Background: an optimization exercise with open tools, aiming at small area. Do not read the settings as production practice. At most, simulation tests tie the RTL to the original design; equivalence was not proved.

==> build 49: inputs <==
==> flow/design.v <==
module qoi_decoder(
	input wire[39:0] chunk,
	output reg[2:0] chunk_len_consumed,
	input wire clk,
	input wire rst,
	output reg[7:0] r,
	output wire[7:0] g,
	output reg[7:0] b,
	output reg[7:0] a
);
wire[7:0] chunk0 = chunk[7:0];
wire[7:0] chunk1 = chunk[15:8];
wire[7:0] chunk2 = chunk[23:16];
wire[7:0] chunk3 = chunk[31:24];
wire[7:0] chunk4 = chunk[39:32];
wire[1:0] shortop = chunk0[7:6];
wire is_rgb  = chunk0 == 8'b11111110;
wire is_rgba = chunk0 == 8'b11111111;
wire is_index = shortop == 2'b00;
wire is_diff  = shortop == 2'b01;
wire is_luma  = shortop == 2'b10;
reg[64*26-1:0] store;    
reg[63:0] valid;
reg pend;                
wire[5:0] h = chunk0[5:0];
reg[7:0] g_q;
reg gfix;
wire[5:0] s_rba = r[5:0] * 6'd3 + b[5:0] * 6'd7 + a[5:0] * 6'd11;
wire[5:0] g_rec = (g_q[5:0] - s_rba) * 6'd13;
assign g = {g_q[7:6], gfix ? g_rec : g_q[5:0]};
wire[5:0] hcur = gfix ? g_q[5:0] : s_rba + g_q[5:0] * 6'd5;
wire[63:0] sel = 64'd1 << h;
reg[25:0] rd_raw;
integer i;
always @* begin
	rd_raw = 26'd0;
	for (i = 0; i < 64; i = i + 1)
		rd_raw = rd_raw | (store[26*i +: 26] & {26{sel[i]}});
end
wire rd_valid = valid[h];
wire[25:0] rd = rd_raw & {26{rd_valid}};
wire[7:0] idx_r = rd[25:18];
wire[1:0] idx_gh = rd[17:16];
wire[7:0] idx_b = rd[15:8];
wire[7:0] idx_a = rd[7:0];
wire[5:0] hv = h & {6{rd_valid}};
wire bypass = pend && (h == hcur);
wire take_index = is_index && !bypass;
wire[63:0] we = {63'd0, pend} << hcur;
integer j;
always @ (posedge clk) begin
	for (j = 0; j < 64; j = j + 1)
		if (we[j])
			store[26*j +: 26] <= {r, g[7:6], b, a};
	if (rst)
		valid <= 64'd0;
	else
		valid <= valid | we;
	pend <= !rst;
end
wire[7:0] dg_luma = {{2{~chunk0[5]}}, ~chunk0[5], chunk0[4:0]};         
wire[7:0] ddr = {{6{~chunk0[5]}}, ~chunk0[5], chunk0[4]};                
wire[7:0] ddg = {{6{~chunk0[3]}}, ~chunk0[3], chunk0[2]};
wire[7:0] ddb = {{6{~chunk0[1]}}, ~chunk0[1], chunk0[0]};
wire[7:0] lr = {{4{~chunk1[7]}}, ~chunk1[7], chunk1[6:4]};               
wire[7:0] lb = {{4{~chunk1[3]}}, ~chunk1[3], chunk1[2:0]};
reg[7:0] delta_r, delta_g, delta_b;
always @* begin
	if (is_diff) begin
		delta_r = ddr;
		delta_g = ddg;
		delta_b = ddb;
	end else if (is_luma) begin
		delta_r = dg_luma + lr;
		delta_g = dg_luma;
		delta_b = dg_luma + lb;
	end else begin
		delta_r = 8'd0;
		delta_g = 8'd0;
		delta_b = 8'd0;
	end
end
wire[7:0] sum_r = r + delta_r;
wire[7:0] sum_g = g + delta_g;
wire[7:0] sum_b = b + delta_b;
reg[7:0] next_r, next_g, next_b, next_a;
reg next_gfix;
reg[2:0] next_chunk_len_consumed;
reg[5:0] run;
reg[5:0] next_run;
always @* begin
	next_r = sum_r;
	next_g = sum_g;
	next_b = sum_b;
	next_a = a;
	next_gfix = 1'b0;
	next_run = run;
	next_chunk_len_consumed = 1;
	if (is_rgb) begin
		{next_r, next_g, next_b} = {chunk1, chunk2, chunk3};
		next_chunk_len_consumed = 4;
	end else if (is_rgba) begin
		{next_r, next_g, next_b, next_a} = {chunk1, chunk2, chunk3, chunk4};
		next_chunk_len_consumed = 5;
	end else if (is_index) begin
		if (take_index) begin
			{next_r, next_g, next_b, next_a} = {idx_r, idx_gh, hv, idx_b, idx_a};
			next_gfix = 1'b1;
		end else begin
			{next_g, next_gfix} = {g_q, gfix};
		end
	end else if (is_luma) begin
		next_chunk_len_consumed = 2;
	end else if (!is_diff) begin  
		{next_g, next_gfix} = {g_q, gfix};
		if (run == 6'b111111)
			next_run = chunk0[5:0];
		else
			next_run = run - 1;
		if (next_run != 0) begin
			next_chunk_len_consumed = 0;
		end else begin
			next_run = 6'b111111;
			next_chunk_len_consumed = 1;
		end
	end
end
always @ (posedge clk) begin
	chunk_len_consumed <= next_chunk_len_consumed;
	{r, g_q, b, a} <= {next_r, next_g, next_b, next_a};
	gfix <= next_gfix;
	run <= next_run;
	if (rst) begin
		chunk_len_consumed <= 0;
		r <= 0;
		g_q <= 0;
		gfix <= 0;
		b <= 0;
		a <= 255;
		run <= 6'b111111;
	end
end
endmodule
==> flow/run.sh <==
#!/bin/bash
# synth_recipe.tcl (not shown) runs the flow's synth.tcl, then flattens the netlist and writes it again
# the make line also repeats each setting of config.mk as NAME=value (left out here)
make -C /OpenROAD-flow-scripts/flow DESIGN_CONFIG=/design/flow/config.mk WORK_HOME=/design/flow/orfs CLKGATE_MAP_FILE= SYNTH_SCRIPT=/design/flow/synth_recipe.tcl finish
==> flow/config.mk <==
export PLATFORM = sky130hd
export DESIGN_NAME = qoi_decoder
export DESIGN_NICKNAME = qoi_decoder
export VERILOG_FILES = /design/flow/design.v
export SDC_FILE = /design/flow/constraint.sdc
export NUM_CORES = 4
export LEC_CHECK = 0
export CAP_MARGIN = 20
export CORE_MARGIN = 2
export CORE_UTILIZATION = 55
export CTS_BUF_LIST = sky130_fd_sc_hd__clkbuf_8
export CTS_CLUSTER_DIAMETER = 50
export CTS_CLUSTER_SIZE = 16
export SLEW_MARGIN = 20
==> flow/constraint.sdc <==
create_clock -name core_clock -period 10.0 [get_ports {clk}]
set_input_delay 2.0000 -clock core_clock [delete_from_list [all_inputs] [get_ports {clk}]]
set_output_delay 2.0000 -clock core_clock [all_outputs]
set_load 0.01 [all_outputs]
==> inputs of build 44, as changes to build 49 <==
==> flow/design.v, changed modules only <==
module qoi_decoder(
	input wire[39:0] chunk,
	output reg[2:0] chunk_len_consumed,
	input wire clk,
	input wire rst,
	output reg[7:0] r,
	output reg[7:0] g,
	output reg[7:0] b,
	output reg[7:0] a
);
wire[7:0] chunk0 = chunk[7:0];
wire[7:0] chunk1 = chunk[15:8];
wire[7:0] chunk2 = chunk[23:16];
wire[7:0] chunk3 = chunk[31:24];
wire[7:0] chunk4 = chunk[39:32];
wire[1:0] shortop = chunk0[7:6];
wire is_rgb  = chunk0 == 8'b11111110;
wire is_rgba = chunk0 == 8'b11111111;
wire is_index = shortop == 2'b00;
wire is_diff  = shortop == 2'b01;
wire is_luma  = shortop == 2'b10;
reg[64*26-1:0] store;    
reg[63:0] valid;
reg pend;                
wire[5:0] h = chunk0[5:0];
wire[5:0] hcur = r[5:0] * 6'd3 + g[5:0] * 6'd5 + b[5:0] * 6'd7 + a[5:0] * 6'd11;
wire[63:0] sel = (64'd1 << h) & valid;
reg[25:0] rd;
integer i;
always @* begin
	rd = 26'd0;
	for (i = 0; i < 64; i = i + 1)
		rd = rd | (store[26*i +: 26] & {26{sel[i]}});
end
wire rd_valid = |sel;
wire[7:0] idx_r = rd[25:18];
wire[1:0] idx_gh = rd[17:16];
wire[7:0] idx_b = rd[15:8];
wire[7:0] idx_a = rd[7:0];
wire[5:0] hv = h & {6{rd_valid}};
wire[5:0] idx_gl = hv * 6'd13 + idx_r[5:0] * 6'd25 + idx_b[5:0] * 6'd37 + idx_a[5:0] * 6'd49;
wire bypass = pend && (h == hcur);
wire take_index = is_index && !bypass;
wire[63:0] we = {63'd0, pend} << hcur;
integer j;
always @ (posedge clk) begin
	for (j = 0; j < 64; j = j + 1)
		if (we[j])
			store[26*j +: 26] <= {r, g[7:6], b, a};
	if (rst)
		valid <= 64'd0;
	else
		valid <= valid | we;
	pend <= !rst;
end
wire[7:0] dg_luma = {{2{~chunk0[5]}}, ~chunk0[5], chunk0[4:0]};         
wire[7:0] ddr = {{6{~chunk0[5]}}, ~chunk0[5], chunk0[4]};                
wire[7:0] ddg = {{6{~chunk0[3]}}, ~chunk0[3], chunk0[2]};
wire[7:0] ddb = {{6{~chunk0[1]}}, ~chunk0[1], chunk0[0]};
wire[7:0] lr = {{4{~chunk1[7]}}, ~chunk1[7], chunk1[6:4]};               
wire[7:0] lb = {{4{~chunk1[3]}}, ~chunk1[3], chunk1[2:0]};
reg[7:0] delta_r, delta_g, delta_b;
always @* begin
	if (is_diff) begin
		delta_r = ddr;
		delta_g = ddg;
		delta_b = ddb;
	end else if (is_luma) begin
		delta_r = dg_luma + lr;
		delta_g = dg_luma;
		delta_b = dg_luma + lb;
	end else begin
		delta_r = 8'd0;
		delta_g = 8'd0;
		delta_b = 8'd0;
	end
end
wire[7:0] sum_r = r + delta_r;
wire[7:0] sum_g = g + delta_g;
wire[7:0] sum_b = b + delta_b;
reg[7:0] next_r, next_g, next_b, next_a;
reg[2:0] next_chunk_len_consumed;
reg[5:0] run;
reg[5:0] next_run;
always @* begin
	next_r = sum_r;
	next_g = sum_g;
	next_b = sum_b;
	next_a = a;
	next_run = run;
	next_chunk_len_consumed = 1;
	if (is_rgb) begin
		{next_r, next_g, next_b} = {chunk1, chunk2, chunk3};
		next_chunk_len_consumed = 4;
	end else if (is_rgba) begin
		{next_r, next_g, next_b, next_a} = {chunk1, chunk2, chunk3, chunk4};
		next_chunk_len_consumed = 5;
	end else if (is_index) begin
		if (take_index)
			{next_r, next_g, next_b, next_a} = {idx_r, idx_gh, idx_gl, idx_b, idx_a};
	end else if (is_luma) begin
		next_chunk_len_consumed = 2;
	end else if (!is_diff) begin  
		if (run == 6'b111111)
			next_run = chunk0[5:0];
		else
			next_run = run - 1;
		if (next_run != 0) begin
			next_chunk_len_consumed = 0;
		end else begin
			next_run = 6'b111111;
			next_chunk_len_consumed = 1;
		end
	end
end
always @ (posedge clk) begin
	chunk_len_consumed <= next_chunk_len_consumed;
	{r, g, b, a} <= {next_r, next_g, next_b, next_a};
	run <= next_run;
	if (rst) begin
		chunk_len_consumed <= 0;
		r <= 0;
		g <= 0;
		b <= 0;
		a <= 255;
		run <= 6'b111111;
	end
end
endmodule
==> flow/config.mk (replaced) <==
export PLATFORM = sky130hd
export DESIGN_NAME = qoi_decoder
export DESIGN_NICKNAME = qoi_decoder
export VERILOG_FILES = /design/flow/design.v
export SDC_FILE = /design/flow/constraint.sdc
export NUM_CORES = 4
export LEC_CHECK = 0
export CAP_MARGIN = 10
export CORE_MARGIN = 2
export CORE_UTILIZATION = 60
export CTS_BUF_LIST = sky130_fd_sc_hd__clkbuf_4 sky130_fd_sc_hd__clkbuf_8
export CTS_CLUSTER_SIZE = 25
export SLEW_MARGIN = 10
==> inputs of trial 77, as changes to build 49 <==
==> flow/design.v, changed modules only <==
module qoi_decoder(
	input wire[39:0] chunk,
	output reg[2:0] chunk_len_consumed,
	input wire clk,
	input wire rst,
	output reg[7:0] r,
	output reg[7:0] g,
	output reg[7:0] b,
	output reg[7:0] a
);
wire[7:0] chunk0 = chunk[7:0];
wire[7:0] chunk1 = chunk[15:8];
wire[7:0] chunk2 = chunk[23:16];
wire[7:0] chunk3 = chunk[31:24];
wire[7:0] chunk4 = chunk[39:32];
wire[1:0] shortop = chunk0[7:6];
reg[7:0] next_r;
reg[7:0] next_g;
reg[7:0] next_b;
reg[7:0] next_a;
reg[2:0] next_chunk_len_consumed;
reg[31:0] index[63:0];
wire[5:0] index_pos = next_r * 3 + next_g * 5 + next_b * 7 + next_a * 11;
wire signed[1:0] vr = chunk0[5:4] - 2;
wire signed[1:0] vg = chunk0[3:2] - 2;
wire signed[1:0] vb = chunk0[1:0] - 2;
wire signed[5:0] luma = chunk0[5:0] - 32;
wire signed[3:0] luma_r = chunk1[7:4] - 8;
wire signed[3:0] luma_b = chunk1[3:0] - 8;
reg[5:0] run;
reg[5:0] next_run;
integer i;
always @ * begin
	next_r = r;
	next_g = g;
	next_b = b;
	next_a = a;
	next_run = run;
	if (chunk0 == 8'b11111110  ) begin
		{next_r, next_g, next_b} = {chunk1, chunk2, chunk3};
		next_chunk_len_consumed = 4;
	end else if (chunk0 == 8'b11111111  ) begin
		{next_r, next_g, next_b, next_a} = {chunk1, chunk2, chunk3, chunk4};
		next_chunk_len_consumed = 5;
	end else if (shortop == 2'b00        ) begin
		{next_r, next_g, next_b, next_a} = index[chunk0[5:0]];
		next_chunk_len_consumed = 1;
	end else if (shortop == 2'b01        ) begin
		next_r = $signed(r) + vr;
		next_g = $signed(g) + vg;
		next_b = $signed(b) + vb;
		next_chunk_len_consumed = 1;
	end else if (shortop == 2'b10        ) begin
		next_r = $signed(r) + luma + luma_r;
		next_g = $signed(g) + luma;
		next_b = $signed(b) + luma + luma_b;
		next_chunk_len_consumed = 2;
	end else begin  
		if (run == 'b111111) begin  
			next_run = chunk0[5:0];
		end else begin
			next_run = run - 1;
		end
		if (next_run > 0) begin
			next_chunk_len_consumed = 0;
		end else begin
			next_run = 'b111111;
			next_chunk_len_consumed = 1;
		end
	end
end
always @ (posedge clk) begin
	chunk_len_consumed <= next_chunk_len_consumed;
	{r, g, b, a} <= {next_r, next_g, next_b, next_a};
	index[index_pos] <= {next_r, next_g, next_b, next_a};
	run <= next_run;
	if (rst) begin
		chunk_len_consumed <= 0;
		r <= 0;
		g <= 0;
		b <= 0;
		a <= 255;
		for (i = 0; i < 64; i = i + 1)
			index[i] <= 0;
		run <= 'b111111;
	end
end
endmodule
--- a/flow/config.mk
+++ b/flow/config.mk
@@ -9,6 +9,3 @@
 export CORE_MARGIN = 2
-export CORE_UTILIZATION = 55
-export CTS_BUF_LIST = sky130_fd_sc_hd__clkbuf_8
-export CTS_CLUSTER_DIAMETER = 50
-export CTS_CLUSTER_SIZE = 16
+export CORE_UTILIZATION = 40
 export SLEW_MARGIN = 20
==> summary of the runs <==
- Against build 44, the via count of trial 77 is higher by about 80%.
- Area after synthesis: trial 77 is higher than build 49 (46%).
- Wire length, highest first: trial 77, build 49, build 44.
- The highest maximum frequency belongs to build 49, the lowest to build 44.
- Trial 77 passed the timing, design-rule and antenna checks. Build 44 produced a layout that fails on max-capacitance violations. Build 49 produced a clean layout.
- In build 49 the register-to-register slack is worse than in build 44, by 0.38 ns.
- Hold slack, highest first: build 49, build 44, trial 77.
==> figures <==
item	build 44	trial 77	build 49
Status	failed layout checks	finished clean	finished clean
Reasons for failing layout checks	max-capacitance violations	-	-
EDFF count, synth	1664	0	1664
Critical path capture point type	register	register	primary output
Post-layout utilization of the core	71.4%	47.1%	62.1%
Data required, critical path	10.88 ns	10.69 ns	8.00 ns
Skew final	0.0846 ns	0.0626 ns	0.0667 ns
Post-synthesis adder-cell area fraction	2.90%	1.72%	2.25%
Synth Area in Simple Gates	5.19%	9.86%	5.52%
Yosys top cell area share	73.5%	42.4%	74.0%
Worst min-delay path endpoint	valid[5]	index[22][31]	valid[19]
Share of layout cells above drive strength 1	23.1%	21.0%	14.9%
End of the critical path	g[5]	index[60][7]	g[5]
No functional check of the RTL was part of trial 77.

==> static timing again, ports no longer ideal <==
How much do the figures lean on ideal ports? The routed layouts below were timed once more, with nothing changed but the port constraints. Step 1 (the two cells are an assumption about what drives the block):
set clk [get_ports {clk}]
set_driving_cell -lib_cell sky130_fd_sc_hd__clkbuf_16 $clk
set_driving_cell -lib_cell sky130_fd_sc_hd__buf_2 [delete_from_list [all_inputs] $clk]
Step 2, shift: input delay + t, output delay - t, t = (earliest + latest rising clock arrival at the registers) / 2. This alone moves slack from input paths to output paths. Three values: no drivers, after step 1, after step 2; two values: the first two.
| run | shift t [ns] | slack for setup (ns) | latest minus earliest clock arrival (ns) | slew at the worst register clock pin (ns) | cell pins on the clock port's net |
|---|---|---|---|---|---|
| build 49 | 1.008 | 0.580 / 0.496 / 1.504 | 0.076 / 0.076 | 0.11 / 0.11 | 1 |
| build 44 | 1.017 | 0.294 / 0.336 / -0.681 | 0.092 / 0.092 | 0.07 / 0.07 | 1 |
| trial 77 | 0.968 | 0.566 / 0.613 / -0.354 | 0.063 / 0.063 | 0.07 / 0.07 | 1 |
The setup slack of build 44, which loses most, moves by +0.042 ns with the drivers and by -0.975 ns with both steps.
